What follows belongs to an exercise in optimizing a design on an open flow for small area, a short achievable clock period and few clock cycles per item; a production flow would make more cautious choices.
Function was checked by simulation only, so behaviour that the tests miss may differ from the original.
No activity file was given, so power comes from the tool's default toggle rates.

// barnsley
module barnsley #(
    parameter FP_WIDTH = 25,
    parameter FP_INT = 5
    ) (
    input  wire clk,
    input  wire reset,
    output wire [19:0] iter_max,
    input  wire iter_change,
    output reg  done,
    output wire complete,
    output wire signed [FP_WIDTH-1:0] xn,
    output reg  signed [FP_WIDTH-1:0] yn
    );
For scale: roughly 3,700 cells after synthesis, roughly 140 flip-flops, roughly 37,000 µm² of cells after synthesis.
==> flow/config.mk <==
export PLATFORM = sky130hd
export DESIGN_NAME = barnsley
export DESIGN_NICKNAME = barnsley
export VERILOG_FILES = /design/flow/design.v
export SDC_FILE = /design/flow/constraint.sdc
export NUM_CORES = 4
export LEC_CHECK = 0
export CAP_MARGIN = 50
export CORE_MARGIN = 2
export CORE_UTILIZATION = 40
export SLEW_MARGIN = 75
export SYNTH_HIERARCHICAL = 1
==> flow/constraint.sdc <==
create_clock -name core_clock -period 15.0 [get_ports {clk}]
set_input_delay 3.0000 -clock core_clock [delete_from_list [all_inputs] [get_ports {clk}]]
set_output_delay 3.0000 -clock core_clock [all_outputs]
set_load 0.01 [all_outputs]
run.sh (not shown) runs the stock make flow with config.mk's settings and CLKGATE_MAP_FILE= SYNTH_SCRIPT=/design/flow/synth_recipe.tcl, a recipe that flattens the netlist after the stock synthesis.
Testbench counts at the start, summed over its fixed seeds: cycles 80,000, points 80,000.
Rerun with:
==> flow/flow/run.sh (new file) <==
#!/bin/bash
set -e
cp standard.sh standard.sh.txt
export SETUP_SLACK_MARGIN=9
bash standard.sh > standard.log 2>&1
==> flow/standard.sh (new file) <==
#!/bin/bash
# synth_recipe.tcl (not shown) runs the flow's synth.tcl, then flattens the netlist and writes it again
# the make line also repeats each setting of config.mk as NAME=value (left out here)
make -C /OpenROAD-flow-scripts/flow DESIGN_CONFIG=/design/flow/config.mk WORK_HOME=/design/flow/orfs CLKGATE_MAP_FILE= SYNTH_SCRIPT=/design/flow/synth_recipe.tcl "${@:-finish}"
- CAP_MARGIN: 50 -> 35
- SLEW_MARGIN: 75 -> 50
removed: flow/run.sh
Outcome: The changed run ran to the end with no violations. First-iteration DRC count increases by 23%. Routed wire length increases by 8.0%. Fmax increases by 12%. Die area is unchanged. Worst setup slack improved by 790 ps. Sequential share of layout area decreases by 0.41 points. Sequential power hardly moves. Combinational power increases by 21%. Cell area increases by 5.7%. Sequential cell count does not change.
Rerun with:
- CAP_MARGIN: 35 -> 50
- SLEW_MARGIN: 50 -> 75
After rerunning:
- critical path depth stays the same
- clock skew decreases by 5.8 ps
- register-to-register slack degrades by 20 ps
- power goes up by 0.38%
- die area does not change
- area after synthesis is unchanged
- final cell count increases by about 0.4%
- via count rose by about 0.6%
- setup slack gets worse by 18 ps
Rerun with:
==> flow/run.sh (new file) <==
#!/bin/bash
# synth_recipe.tcl (not shown) runs the flow's synth.tcl, then flattens the netlist and writes it again
# the make line also repeats each setting of config.mk as NAME=value (left out here)
make -C /OpenROAD-flow-scripts/flow DESIGN_CONFIG=/design/flow/config.mk WORK_HOME=/design/flow/orfs CLKGATE_MAP_FILE= SYNTH_SCRIPT=/design/flow/synth_recipe.tcl finish
- CAP_MARGIN: 50 -> 35
- SLEW_MARGIN: 75 -> 60
removed: flow/flow/run.sh
removed: flow/standard.sh
Worst setup slack degrades by 1100 ps.
Worst hold slack hardly moves.
Register-to-register slack gets worse by 1100 ps.
Total power shrinks slightly.
Global-route usage went down by 1.5 points.
Sequential power hardly moves.
Flip-flop and latch count stays the same.
Design area fell by a little under a tenth.
Core utilization decreases by 4.2 points.

========
run 1:
Another version of the RTL of barnsley (not shown whole).
Size in the first run: ~3700 cells after synthesis, roughly 140 flip-flops, about 75 I/O pins, roughly 0.037 sq mm of cells after synthesis.
make LEC_CHECK=0 CAP_MARGIN=50 CORE_MARGIN=2 CORE_UTILIZATION=40 PLACE_DENSITY=0.85 SLEW_MARGIN=75 SYNTH_HIERARCHICAL=1 finish   # period 15.0 ns
Stock flow here: none of the scripts above is used.
Run 1 went all the way through the flow, and no timing, DRC or antenna check failed.
Testbench counts of run 1, summed over its fixed seeds: cycles 80,000, points 80,000.
For run 2, these inputs were changed with respect to run 1:
Settings: CORE_UTILIZATION: 40 -> 60; PLACE_DENSITY: 0.85 -> unset.
[summary]
Side by side, cell-internal power turned out higher in run 2 than in run 1.
Run 1 → run 2: final worst clock skew level, global-route wire length before repair moved up.
random_inst.ctl[2] as the critical path startpoint was reported by run 2, and random_inst.ctl[6] by run 1.
Summary of run 2 over run 1: share of cell area taken by flip-flops and latches held steady, final RePlAce weighted congestion shrank by about 1.9%, met1 track demand over resource grew by 20 points.
Power density normalized to cell area went up by a few percent going from run 1 to run 2.
> inputs changed (run 2 -> run 3)
Settings: CORE_UTILIZATION now 40, was 60.
Results
Run 3: done, clean on timing, DRC and antenna
Per the comparison of run 3 with run 2, number of antenna diodes fell by 1; total power rose by 0.0000069 W; area enclosed by the die boundary rose by about 50%.
In run 3, design area is higher than in run 2.
Diff run 2 -> run 3 | least setup slack across all paths after layout | increase of 180 ps
Re fmax: run 2 was lower than run 3.
Between run 2 and run 3, the difference in share of cell area taken by flip-flops and latches is negligible.
Density: run 3 sparser than run 2
Compared with run 2, run 3 shows share of power burned in the clock network higher by 1.4 points.

========
Another version of the RTL of barnsley (not shown whole).
Size: roughly 120 flip-flops, about 40000 um2 of cells after synthesis.
==> flow/design.v (excerpt) <==
module barnsley #(
    parameter FP_WIDTH = 25,
    parameter FP_INT = 5
    ) (
    input  wire clk,
    input  wire reset,
    output wire [19:0] iter_max,
    input  wire iter_change,
    output reg  done,
    output wire complete,
    output reg  signed [FP_WIDTH-1:0] xn,
    output reg  signed [FP_WIDTH-1:0] yn
    );
make LEC_CHECK=0 CAP_MARGIN=85 CORE_MARGIN=2 CORE_UTILIZATION=40 SLEW_MARGIN=90 SYNTH_HIERARCHICAL=1 finish   # period 15.0 ns
The baseline finished but fails on setup timing.
Testbench counts at the start, summed over its fixed seeds: cycles 80,000, points 80,000.
==> next run, changes <==
CAP_MARGIN = 20   (was 85)
SLEW_MARGIN = 20   (was 90)
With this change the flow completed with no timing, DRC or antenna violations.
Synthesized cell count does not change.
Via count fell by well over a third.
Non-clock buffer count fell by 1427.
Power fell by roughly a tenth.
Design area fell by well over a third.
Register-to-register slack improved by 7000 ps.
Sequential power fell slightly.
Setup slack improved by 7000 ps.
Clock power fell by roughly a tenth.
Count of clock-buffer cells in the layout fell by 1.
Utilization fell by 29 points.
==> next run, changes <==
CAP_MARGIN = 50   (was 20)
SLEW_MARGIN = 75   (was 20)
What happened:
- maximum frequency rose by about 7.5%
- die area does not change
- sequential share of layout area stays flat
- clock-buffer cell count came out lower by 1

========
## job 7435
barnsley, a different RTL version from the one above (not shown whole).
Size in the first run: about 3,400 cells after synthesis, roughly 120 flip-flops, ~75 I/O pins, roughly 35,000 µm² of cells after synthesis.
clock: 15.0 ns
lec_check: 0
cap_margin: 50
core_margin: 2
core_utilization: 40
slew_margin: 75
synth_hierarchical: 1
standard.sh (not shown) runs the stock make flow with config.mk's settings and CLKGATE_MAP_FILE= SYNTH_SCRIPT=/design/flow/synth_recipe.tcl, a recipe that flattens the netlist after the stock synthesis.
==> flow/flow/run.sh <==
#!/bin/bash
set -e
cp standard.sh standard.sh.txt
export SETUP_SLACK_MARGIN=9
bash standard.sh > standard.log 2>&1
Job 7435 reached the final stage; the timing, design-rule and antenna checks on its layout passed.
Testbench counts of job 7435, summed over its fixed seeds: cycles 80,000, points 80,000.
Changes in job 9595 relative to job 7435:
- swapping 50 for 20 in CAP_MARGIN
- putting PLACE_DENSITY at 0.7 where nothing was set
- swapping 75 for 20 in SLEW_MARGIN
==> comparison <==
Across job 7435 and job 9595, the outcome is the same: a clean finish for every run. | cell area power density | higher: job 9595 |. Summary of job 9595 over job 7435: maximum clock rate climbed about 0.33%; post-route clock period utilization barely changed. As of job 9595, number of DRC markers in iteration 0 had risen by more than a quarter compared to job 7435. Compared with job 7435, in job 9595 post-detailed-route wirelength per cell rose by about 1.8%; utilization now sits higher; post-CTS resize count went up.
#### Input delta (job 8986 over job 9595)
- removing PLACE_DENSITY (formerly 0.7)
==> flow/flow/run.sh <==
#!/bin/bash
set -e
cp standard.sh standard.sh.txt
export SETUP_SLACK_MARGIN=9.5
bash standard.sh > standard.log 2>&1
--- outcome ---
- Fraction of layout cells with a size suffix above 1 (higher): job 9595
- Of job 8986 and job 9595, the higher time the final worst path needs with I/O delays and setup belongs to job 9595.
- Any difference in count of boundary I/O pins between job 9595 and job 8986 is small enough to ignore.
- Job 8986 vs. job 9595: sequential group share of total power decreased by 0.5 points relative to the old numbers; portion of the clock cycle consumed by the worst path in the final layout decreased by 0.18 points relative to the old numbers.
diff inputs: job 8986 => job 7070
==> flow/flow/run.sh <==
#!/bin/bash
set -e
cp standard.sh standard.sh.txt
export SETUP_SLACK_MARGIN=9
bash standard.sh > standard.log 2>&1
==> run notes <==
The core of job 7070 is less densely filled than that of job 8986.
Endpoint of the worst setup timing path: yn[24] -> job 8986, yn[18] -> job 7070
Diff job 8986 -> job 7070: netlist area before placement was more or less identical, relative contribution of sequential cells to total power went up by 1.2 points, length of routed met2 wiring went down by about 2.8%.
Here is what was changed in the inputs of job 4685 compared with job 7070.
- changing CORE_UTILIZATION from 40 to 30
==> comparison <==
- The total of clock buffers placed in the layout in job 4685 was higher than what job 7070 gave.
- Sequential area share after synthesis across job 4685 and job 7070: no real change.
- Looking at worst ir drop on vdd, job 4685 sits above job 7070.
- Summary — share of power burned in the clock network, job 4685 relative to job 7070: higher, by 1.8 points.
- On clock-pin slew of the registers on the worst-case setup and hold paths, job 4685 and job 7070 are basically level.
- Est. power | job 4685 vs job 7070 | job 4685 higher
- On number of global-route vias before repair: between job 4685 and job 7070, it ends up lower for job 7070.
- Going from job 7070 to job 4685, the number of design-rule violations left by the first detailed-router iteration was found to have gone up by 504.
- Going from job 7070 to job 4685, the portion of the clock cycle consumed by the worst path in the final layout was found to have gone down by 0.41 points.

[what the ideal ports hide]
In the flow no input, the clock included, has a driving cell. The finished layouts below were timed again as built, in two steps.
Step 1 assumes that a clkbuf_16 drives the clock port and a buf_2 every other input.
Step 2 moves the port delays by t, midway between the first and last clock arrival at a register: inputs arrive t later, outputs are due t later. That takes back most of the time a late clock gives input paths.
Slacks: ideal ports / drivers / drivers and shift; pairs: ideal ports / drivers.
run | shift t [ns] | setup slack, ns | clock arrival spread, ns | slew at the worst register clock pin (ns) | cell pins on the clock port's net
the first run of note 1 | 0.558 | 7.811 / 7.811 / 7.811 | 0.023 / 0.023 | 0.09 / 0.09 | 1
the second run of note 1 | 0.587 | 8.604 / 8.604 / 8.604 | 0.049 / 0.049 | 0.10 / 0.10 | 1
the third run of note 1 | 0.579 | 8.586 / 8.586 / 8.586 | 0.044 / 0.043 | 0.10 / 0.10 | 1
the fourth run of note 1 | 0.559 | 7.465 / 7.465 / 7.465 | 0.024 / 0.024 | 0.09 / 0.09 | 1
run 1 | 0.526 | 7.524 / 7.524 / 7.524 | 0.013 / 0.013 | 0.07 / 0.07 | 1
run 2 | 0.510 | 7.411 / 7.411 / 7.411 | 0.015 / 0.015 | 0.07 / 0.07 | 1
run 3 | 0.544 | 7.593 / 7.593 / 7.593 | 0.014 / 0.014 | 0.07 / 0.07 | 1
the first run of note 3 | 0.603 | -0.058 / -0.058 / -0.058 | 0.048 / 0.048 | 0.12 / 0.12 | 1
the second run of note 3 | 0.564 | 6.965 / 6.965 / 6.965 | 0.034 / 0.035 | 0.09 / 0.09 | 1
the third run of note 3 | 0.548 | 7.525 / 7.525 / 7.525 | 0.025 / 0.025 | 0.08 / 0.08 | 1
job 7435 | 0.538 | 8.827 / 8.827 / 8.692 | 0.013 / 0.013 | 0.06 / 0.06 | 1
job 9595 | 0.542 | 8.848 / 8.848 / 8.728 | 0.013 / 0.013 | 0.07 / 0.07 | 1
job 8986 | 0.531 | 8.874 / 8.874 / 8.874 | 0.014 / 0.014 | 0.07 / 0.07 | 1
job 7070 | 0.536 | 8.854 / 8.854 / 8.666 | 0.015 / 0.015 | 0.07 / 0.07 | 1
job 4685 | 0.529 | 8.915 / 8.915 / 8.840 | 0.014 / 0.014 | 0.07 / 0.07 | 1
The setup slack of job 7070, which loses most, moves by 0.000 ns with the drivers and by -0.188 ns with both steps.
